This is an optimization exercise on Yosys and OpenROAD, whose aim is small area, not a production implementation.
Function was checked by simulation only, so behaviour that the tests miss may differ from the original.
Power figures rest on the tool's default switching activity, not on a simulated workload.

==> inputs of wip/garnet <==
## simple_spi_wb_bridge
module simple_spi_wb_bridge (
    input wire clk,
    input wire rst,
    input wire spi_sclk,
    input wire spi_mosi,
    output wire spi_miso,
    input wire spi_cs_n,
    output reg [15:0] wb_adr_o,
    output wire [7:0] wb_dat_o,
    input wire [7:0] wb_dat_i,
    output wire wb_we_o,
    output wire wb_cyc_o,
    output wire wb_stb_o,
    input wire wb_ack_i
);
==> module simple_spi_wb_bridge, before the edit <==
module simple_spi_wb_bridge (
    input wire clk,
    input wire rst,
    input wire spi_sclk,
    input wire spi_mosi,
    output wire spi_miso,
    input wire spi_cs_n,
    output reg [15:0] wb_adr_o,
    output wire [7:0] wb_dat_o,
    input wire [7:0] wb_dat_i,
    output wire wb_we_o,
    output wire wb_cyc_o,
    output wire wb_stb_o,
    input wire wb_ack_i
);
    reg spi_cs_n_d1, spi_cs_n_d2;
    reg spi_sclk_d1, spi_sclk_d2, spi_sclk_d3;
    always @(posedge clk) begin
        spi_cs_n_d1 <= spi_cs_n;
        spi_cs_n_d2 <= spi_cs_n_d1;
        spi_sclk_d1 <= spi_sclk;
        spi_sclk_d2 <= spi_sclk_d1;
        spi_sclk_d3 <= spi_sclk_d2;
    end
    wire spi_cs_active = !spi_cs_n_d2;
    wire sclk_rise = spi_cs_active && spi_sclk_d2 && !spi_sclk_d3;
    localparam ST_CMD = 3'b000;   
    localparam ST_R1  = 3'b001;   
    localparam ST_R2  = 3'b010;   
    localparam ST_R3  = 3'b011;   
    localparam ST_NOP = 3'b100;   
    localparam ST_W1  = 3'b101;   
    localparam ST_W2  = 3'b110;   
    localparam ST_W3  = 3'b111;   
    reg [2:0] state;
    reg [2:0] bit_count;
    reg [7:0] shift;        
    reg       start;        
    reg       cyc;
    wire byte_done = sclk_rise && (bit_count == 3'd7);
    wire cmd_hi_zero = (shift[6:0] == 7'd0);
    assign spi_miso = (state != ST_R3) | shift[7];
    assign wb_dat_o = shift;
    assign wb_we_o  = state[2];
    assign wb_cyc_o = cyc;
    assign wb_stb_o = cyc;
    always @(posedge clk) begin
        if (!spi_cs_active)
            bit_count <= 3'd0;
        else if (sclk_rise)
            bit_count <= bit_count + 3'd1;
    end
    always @(posedge clk or posedge rst) begin
        if (rst) begin
            state <= ST_CMD;
        end else if (!spi_cs_active) begin
            state <= ST_CMD;
        end else if (byte_done) begin
            case (state)
                ST_CMD: state <= !cmd_hi_zero ? ST_NOP : (spi_mosi ? ST_W1 : ST_R1);
                ST_R1:  state <= ST_R2;
                ST_R2:  state <= ST_R3;
                ST_R3:  state <= ST_R3;
                ST_W1:  state <= ST_W2;
                ST_W2:  state <= ST_W3;
                default: state <= ST_NOP;
            endcase
        end
    end
    always @(posedge clk or posedge rst) begin
        if (rst) begin
            start <= 1'b0;
            cyc <= 1'b0;
        end else begin
            start <= byte_done && (state == ST_R2 || state == ST_W3);
            if (start)
                cyc <= 1'b1;
            else if (wb_ack_i)
                cyc <= 1'b0;
        end
    end
    always @(posedge clk) begin
        if (wb_ack_i)
            shift <= wb_dat_i;
        else if (sclk_rise)
            shift <= {shift[6:0], spi_mosi};
    end
    always @(posedge clk) begin
        if (sclk_rise && state != ST_W3)
            wb_adr_o <= {wb_adr_o[14:0], spi_mosi};
    end
endmodule
make LEC_CHECK=0 CAP_MARGIN=20 CORE_MARGIN=2 CORE_UTILIZATION=40 SLEW_MARGIN=20 finish   # period 5.0 ns
run.sh (not shown) runs the stock make flow with config.mk's settings and CLKGATE_MAP_FILE= SYNTH_SCRIPT=/design/flow/synth_recipe.tcl, a recipe that flattens the netlist after the stock synthesis.
==> inputs of wip/fjord, as changes to wip/garnet <==
==> flow/design.v (replaced) <==
module simple_spi_wb_bridge (
    input wire clk,
    input wire rst,
    input wire spi_sclk,
    input wire spi_mosi,
    output wire spi_miso,
    input wire spi_cs_n,
    output reg [15:0] wb_adr_o,
    output wire [7:0] wb_dat_o,
    input wire [7:0] wb_dat_i,
    output wire wb_we_o,
    output wire wb_cyc_o,
    output wire wb_stb_o,
    input wire wb_ack_i
);
    reg spi_sclk_d1, spi_sclk_d2, spi_sclk_d3;
    always @(posedge clk) begin
        spi_sclk_d1 <= spi_sclk;
        spi_sclk_d2 <= spi_sclk_d1;
        spi_sclk_d3 <= spi_sclk_d2;
    end
    wire spi_cs_active = !spi_cs_n;
    wire sclk_rise = spi_sclk_d2 && !spi_sclk_d3;
    reg       kind;
    reg [4:0] pos;
    reg [7:0] shift;        
    reg       start;        
    reg       cyc;
    wire in_byte1 = (pos[4:3] == 2'd0);
    wire in_byte4 = (pos[4:3] == 2'd3);
    wire tx_phase = !kind && in_byte4;
    assign spi_miso = !tx_phase | shift[7];
    assign wb_dat_o = shift;
    assign wb_we_o  = kind;
    assign wb_cyc_o = cyc;
    assign wb_stb_o = cyc;
    always @(posedge clk) begin
        if (!spi_cs_active) begin
            pos <= 5'd0;
            kind <= 1'b0;
        end else if (sclk_rise && !(kind && in_byte1)) begin
            pos <= pos + 5'd1;
            if (in_byte1 || pos == 5'd31)
                kind <= in_byte1 ? spi_mosi : 1'b1;
        end
    end
    always @(posedge clk) begin
        start <= spi_cs_active && sclk_rise &&
                 (kind ? (pos == 5'd31) : (pos == 5'd23));
    end
    always @(posedge clk or posedge rst) begin
        if (rst)
            cyc <= 1'b0;
        else if (start)
            cyc <= 1'b1;
        else if (wb_ack_i)
            cyc <= 1'b0;
    end
    always @(posedge clk) begin
        if (wb_ack_i)
            shift <= wb_dat_i;
        else if (sclk_rise)
            shift <= {shift[6:0], spi_mosi};
    end
    always @(posedge clk) begin
        if (sclk_rise && !(kind && in_byte4))
            wb_adr_o <= {wb_adr_o[14:0], spi_mosi};
    end
endmodule
==> flow/flow/run.sh (new file) <==
#!/bin/bash
# Standard layout, with the port buffers made from the smallest buffer cell
# and a one-level clock tree without dummy loads.
set -o pipefail
bash standard.sh finish \
  "BUFFER_PORTS_ARGS=-buffer_cell sky130_fd_sc_hd__buf_1" \
  "CTS_ARGS=-sink_clustering_enable -repair_clock_nets -dont_use_dummy_load -root_buf sky130_fd_sc_hd__clkbuf_8 -buf_list sky130_fd_sc_hd__clkbuf_8 -sink_clustering_size 50 -sink_clustering_max_diameter 300" \
  > standard.log 2>&1
==> flow/standard.sh (new file) <==
#!/bin/bash
# synth_recipe.tcl (not shown) runs the flow's synth.tcl, then flattens the netlist and writes it again
# the make line also repeats each setting of config.mk as NAME=value (left out here)
make -C /OpenROAD-flow-scripts/flow DESIGN_CONFIG=/design/flow/config.mk WORK_HOME=/design/flow/orfs CLKGATE_MAP_FILE= SYNTH_SCRIPT=/design/flow/synth_recipe.tcl "${@:-finish}"
removed: flow/run.sh
==> notes.md <==
Outcome: wip/fjord no timing/DRC/antenna violations; wip/garnet no timing/DRC/antenna violations
Met1 track demand over resource: wip/fjord 14.2%; wip/garnet 18.4%
Number of vias per cell: wip/fjord 4.74; wip/garnet 4.84
Comb group: wip/fjord 0.0000383 W; wip/garnet 0.0000494 W
Worst slack after detailed placement: wip/fjord 2.90 ns; wip/garnet 2.31 ns
Post-detail-place hpwl: wip/fjord 1670 um; wip/garnet 1720 um
Detailed Route WL: wip/fjord 2190 um; wip/garnet 2390 um
Critical Path Source: wip/fjord pos[4]$_SDFFE_PP0P_; wip/garnet state[2]$_DFFE_PP0P_
Yosys reg bits: wip/fjord 35; wip/garnet 37
DR WL met3: wip/fjord 150 um; wip/garnet 184 um
Post-route clock skew: wip/fjord 0.00706 ns; wip/garnet 0.00773 ns
Worst reg-to-reg path cell count: wip/fjord 4; wip/garnet 2
Initial cell density of the core: wip/fjord 40.8%; wip/garnet 41.6%
Cell type of the slowest stage on the worst timing path: wip/fjord sky130_fd_sc_hd__dfxtp_1; wip/garnet sky130_fd_sc_hd__clkdlybuf4s50_1
Global routing met3 resource utilization: wip/fjord 4.55%; wip/garnet 5.95%
Die area: wip/fjord 3830 um^2; wip/garnet 3930 um^2

[port drivers added, routing unchanged]
How much do the figures lean on ideal ports? The routed layouts below were timed once more, with nothing changed but the port constraints.
Step 1: set_driving_cell puts a clkbuf_16 on clk and a buf_2 on each other input, an assumption about the parent block.
Step 2 times the ports against the registers' clock, not the clock port: input delays grow and output delays shrink by t, the midpoint of the rising clock arrivals with the driver on.
Slacks: no drivers / after step 1 / after step 2; pairs: no drivers / after step 1.
run	t (ns)	setup WS [ns]	clock arrival spread, ns	cell pins on the clock port's net
wip/garnet	0.345	2.415 / 2.393 / 2.401	0.007 / 0.008	1
wip/fjord	0.292	2.963 / 2.941 / 2.889	0.008 / 0.008	1
After both steps setup and hold are still met in every run listed. For wip/fjord, which loses most, drivers alone change the setup slack by -0.022 ns; drivers and shift together by -0.074 ns.
